Source: an optimization exercise on an open RTL-to-GDS flow (aim: small area and a short achievable clock period). Production flows keep margins and buffers that such runs may drop.
In this exercise RTL edits were held to simulation tests only and were not proved equivalent to the original.

==> ember <==
// MrSimSimulation
module MrSimSimulation(input clk, input reset,
    input [63:0] io_enq_dat,
    input  io_enq_val,
    output io_enq_rdy,
    output[63:0] io_deq_dat,
    output io_deq_val,
    input  io_deq_rdy
);
Settings: LEC_CHECK=0, CAP_MARGIN=20, CORE_MARGIN=2, CORE_UTILIZATION=40, PLACE_DENSITY=0.6, SLEW_MARGIN=20, SYNTH_HIERARCHICAL=1, SYNTH_MINIMUM_KEEP_SIZE=0; clock period 17.0 ns.
standard.sh (not shown) runs the stock make flow with config.mk's settings and CLKGATE_MAP_FILE= SYNTH_SCRIPT=/design/flow/synth_recipe.tcl, a recipe that flattens the netlist after the stock synthesis.
==> flow/flow/run.sh <==
#!/bin/bash
# Standard synthesis, then the standard layout with the resizer aiming for a setup slack margin,
# small port buffers and a smaller clock tree.
set -euo pipefail
bash standard.sh synth > synth.log 2>&1
bash standard.sh SETUP_SLACK_MARGIN=12.35 BUFFER_PORTS_ARGS='-buffer_cell sky130_fd_sc_hd__buf_1' 'CTS_ARGS=-sink_clustering_enable -repair_clock_nets -dont_use_dummy_load -buf_list sky130_fd_sc_hd__clkbuf_16 -sink_clustering_size 30 -sink_clustering_max_diameter 100 -sink_clustering_levels 1' finish > layout.log 2>&1
==> violet (differences from ember) <==
==> flow/flow/run.sh (replaced) <==
#!/bin/bash
# Standard synthesis, then the standard layout with the resizer aiming for a setup slack margin,
# small port buffers and a smaller clock tree.
set -euo pipefail
bash standard.sh synth > synth.log 2>&1
bash standard.sh SETUP_SLACK_MARGIN=12.35 BUFFER_PORTS_ARGS='-buffer_cell sky130_fd_sc_hd__buf_2' 'CTS_ARGS=-sink_clustering_enable -repair_clock_nets -dont_use_dummy_load -buf_list sky130_fd_sc_hd__clkbuf_16 -sink_clustering_size 30 -sink_clustering_max_diameter 100' finish > layout.log 2>&1
==> run summary <==
quantity	ember	violet
Peak clock frequency supported by timing	0.219 GHz	0.217 GHz
Met3 wire length	981 um	977 um
Clock latency at the later pin of the worst-skew pair	430 ps	440 ps
Worst-case clock skew	29.7 ps	35.2 ps
Share of the final layout cell area in sequential cells	27.4%	27.2%
Post-route design area	16500 sq um	16600 sq um
Total via count in the routed design	9369	9386
Post CTS Setup Buffer Count	0	2
Layout buffer count excluding clock buffers	93	94
Last weighted congestion value of the routability-driven placer	0.828	0.850
Area used by sequential logic in the layout	4520 sq um	4510 sq um
Largest net degree at the start of global routing	20	21
Met1 track demand over resource	24.4%	24.9%
Outcome	finished clean	finished clean
Terminus of the critical flop-to-flop path	e1[6]$_DFF_P_	l10$_DFF_P_

* * *

==> xenon: inputs <==
MrSimSimulation, a different RTL version from the one above (not shown whole).
==> flow/config.mk <==
export PLATFORM = sky130hd
export DESIGN_NAME = MrSimSimulation
export DESIGN_NICKNAME = MrSimSimulation
export VERILOG_FILES = /design/flow/design.v
export SDC_FILE = /design/flow/constraint.sdc
export NUM_CORES = 4
export LEC_CHECK = 0
export CAP_MARGIN = 20
export CORE_MARGIN = 2
export CORE_UTILIZATION = 40
export PLACE_DENSITY = 0.6
export SLEW_MARGIN = 20
export SYNTH_HIERARCHICAL = 1
export SYNTH_MINIMUM_KEEP_SIZE = 0
==> flow/constraint.sdc <==
create_clock -name core_clock -period 17.0 [get_ports {clk}]
set_input_delay 3.4000 -clock core_clock [delete_from_list [all_inputs] [get_ports {clk}]]
set_output_delay 3.4000 -clock core_clock [all_outputs]
set_load 0.01 [all_outputs]
run.sh (not shown) runs the stock make flow with config.mk's settings and CLKGATE_MAP_FILE= SYNTH_SCRIPT=/design/flow/synth_recipe.tcl, a recipe that flattens the netlist after the stock synthesis.
Stock flow here: none of the scripts above is used.
==> fjord: changes against xenon <==
==> flow/flow/run.sh (new file) <==
#!/bin/bash
# Standard synthesis, then the standard layout with the resizer aiming for a setup slack margin.
set -euo pipefail
bash standard.sh synth > synth.log 2>&1
bash standard.sh SETUP_SLACK_MARGIN=12.5 finish > layout.log 2>&1
==> flow/standard.sh (new file) <==
#!/bin/bash
# synth_recipe.tcl (not shown) runs the flow's synth.tcl, then flattens the netlist and writes it again
# the make line also repeats each setting of config.mk as NAME=value (left out here)
make -C /OpenROAD-flow-scripts/flow DESIGN_CONFIG=/design/flow/config.mk WORK_HOME=/design/flow/orfs CLKGATE_MAP_FILE= SYNTH_SCRIPT=/design/flow/synth_recipe.tcl "${@:-finish}"
removed: flow/run.sh
==> sierra: changes against xenon <==
==> flow/flow/run.sh (new file) <==
#!/bin/bash
# Standard synthesis, then the standard layout with the resizer aiming for a setup slack margin.
set -euo pipefail
bash standard.sh synth > synth.log 2>&1
bash standard.sh SETUP_SLACK_MARGIN=13 finish > layout.log 2>&1
==> flow/standard.sh (new file) <==
#!/bin/bash
# synth_recipe.tcl (not shown) runs the flow's synth.tcl, then flattens the netlist and writes it again
# the make line also repeats each setting of config.mk as NAME=value (left out here)
make -C /OpenROAD-flow-scripts/flow DESIGN_CONFIG=/design/flow/config.mk WORK_HOME=/design/flow/orfs CLKGATE_MAP_FILE= SYNTH_SCRIPT=/design/flow/synth_recipe.tcl "${@:-finish}"
removed: flow/run.sh
==> results.sh <==
export IMPL_status="finished clean"
export IMPL_worstReg2RegStart="df0[8]"
export IMPL_layout_drive_gt1_share_pct=30.9
export IMPL_grt_util_met3_pct=2.35
export IMPL_wl_met2_mm=21.1
export IMPL_critPathMaxFanout=1
export IMPL_fin_crit_ps=4460
export IMPL_n_antenna_cell=2
export IMPL_fin_area_um2=21900
export IMPL_grt_pass1_wl_mm=65.4
export IMPL_m1WireLength_mm=17.9
export IMPL_final_cells=2253
export IMPL_crit_chain="buf_2"
export IMPL_regArea_um2=5500
export IMPL_placedCellCount=2093
export IMPL_grt_pass1_vias=12167
export IMPL_worstSetupEndpoint="io_deq_dat[8]"
export IMPL_nonClockBufferCount=193
export IMPL_critPathArrivalTime_ps=1060
export IMPL_rsz0062_at_grt="true"
The numbers above come from sierra.

==> results.sh <==
export IMPL_worstSetupEndpoint="q0[1]"
export IMPL_critPathArrivalTime_ps=5810
export IMPL_wl_met3_mm=1.25
export IMPL_wl_met2_mm=17.7
export IMPL_status="finished clean"
export IMPL_regArea_um2=5410
export IMPL_layout_drive_gt1_share_pct=7.21
export IMPL_rsz0062_at_grt="false"
export IMPL_critPathMaxFanout=19
export IMPL_r2r_cells=11
export IMPL_fin_area_um2=18900
export IMPL_grt_pass1_vias=11334
export IMPL_placedCellCount=2095
export IMPL_crit_chain="clkdlybuf4s50_1 > inv_1 > o21ai_0 > and2_1 > nand2b_1"
export IMPL_fin_crit_ps=5640
export IMPL_m1WireLength_mm=17.8
export IMPL_grt_util_met3_pct=2.31
export IMPL_synthMuxAreaShare_pct=3.64
export IMPL_final_cells=2141
export IMPL_n_antenna_cell=1
The numbers above come from xenon.

==> results.sh <==
export IMPL_grt_pass1_vias=11627
export IMPL_grt_pass1_wl_mm=61.9
export IMPL_place_congestion=0.866
export IMPL_rsz0062_at_grt="true"
export IMPL_worstReg2RegStart="df0[8]"
export IMPL_final_cells=2156
export IMPL_regArea_um2=5440
export IMPL_m1WireLength_mm=18.0
export IMPL_status="finished clean"
export IMPL_layout_drive_gt1_share_pct=16.0
export IMPL_fin_crit_ps=4490
export IMPL_grt_util_met3_pct=2.42
export IMPL_fin_area_um2=19500
export IMPL_critPathMaxFanout=3
export IMPL_wl_met2_mm=18.7
export IMPL_crit_chain="clkdlybuf4s50_1 > ha_1 > or3_1 > o21ai_0 > a21oi_1 > xor2_1"
export IMPL_nonClockBufferCount=102
export IMPL_n_antenna_cell=0
export IMPL_worstSetupEndpoint="df1[7]"
export IMPL_placedCellCount=2093
export IMPL_num_multi_input_gates=1136
The numbers above come from fjord.

==> afterwards: timing with drivers on the ports <==
Ports are ideal in the flow. The routed layouts listed here were re-timed in OpenROAD. Step 1 (the two cells are an assumption about what drives the block):
set clk [get_ports {clk}]
set_driving_cell -lib_cell sky130_fd_sc_hd__clkbuf_16 $clk
set_driving_cell -lib_cell sky130_fd_sc_hd__buf_2 [delete_from_list [all_inputs] $clk]
Step 2 moves the port delays by t, midway between the first and last clock arrival at a register: inputs arrive t later, outputs are due t later. That takes back most of the time a late clock gives input paths. Three values: ideal ports, drivers, drivers and shift; two values: the first two.
run	t (ns)	slack for setup (ns)	latest minus earliest clock arrival (ns)	worst register clock-pin slew, ns
ember	0.466	12.428 / 12.448 / 11.983	0.031 / 0.031	0.08 / 0.08
violet	0.469	12.402 / 12.413 / 11.944	0.035 / 0.035	0.08 / 0.08
xenon	0.587	11.356 / 11.379 / 10.792	0.013 / 0.014	0.07 / 0.07
fjord	0.582	12.507 / 12.460 / 11.954	0.013 / 0.012	0.07 / 0.07
sierra	0.599	12.540 / 12.488 / 12.034	0.032 / 0.032	0.07 / 0.07
After both steps every run listed still meets setup and hold. For xenon, which loses most, drivers alone change the setup slack by +0.023 ns; drivers and shift together by -0.564 ns.
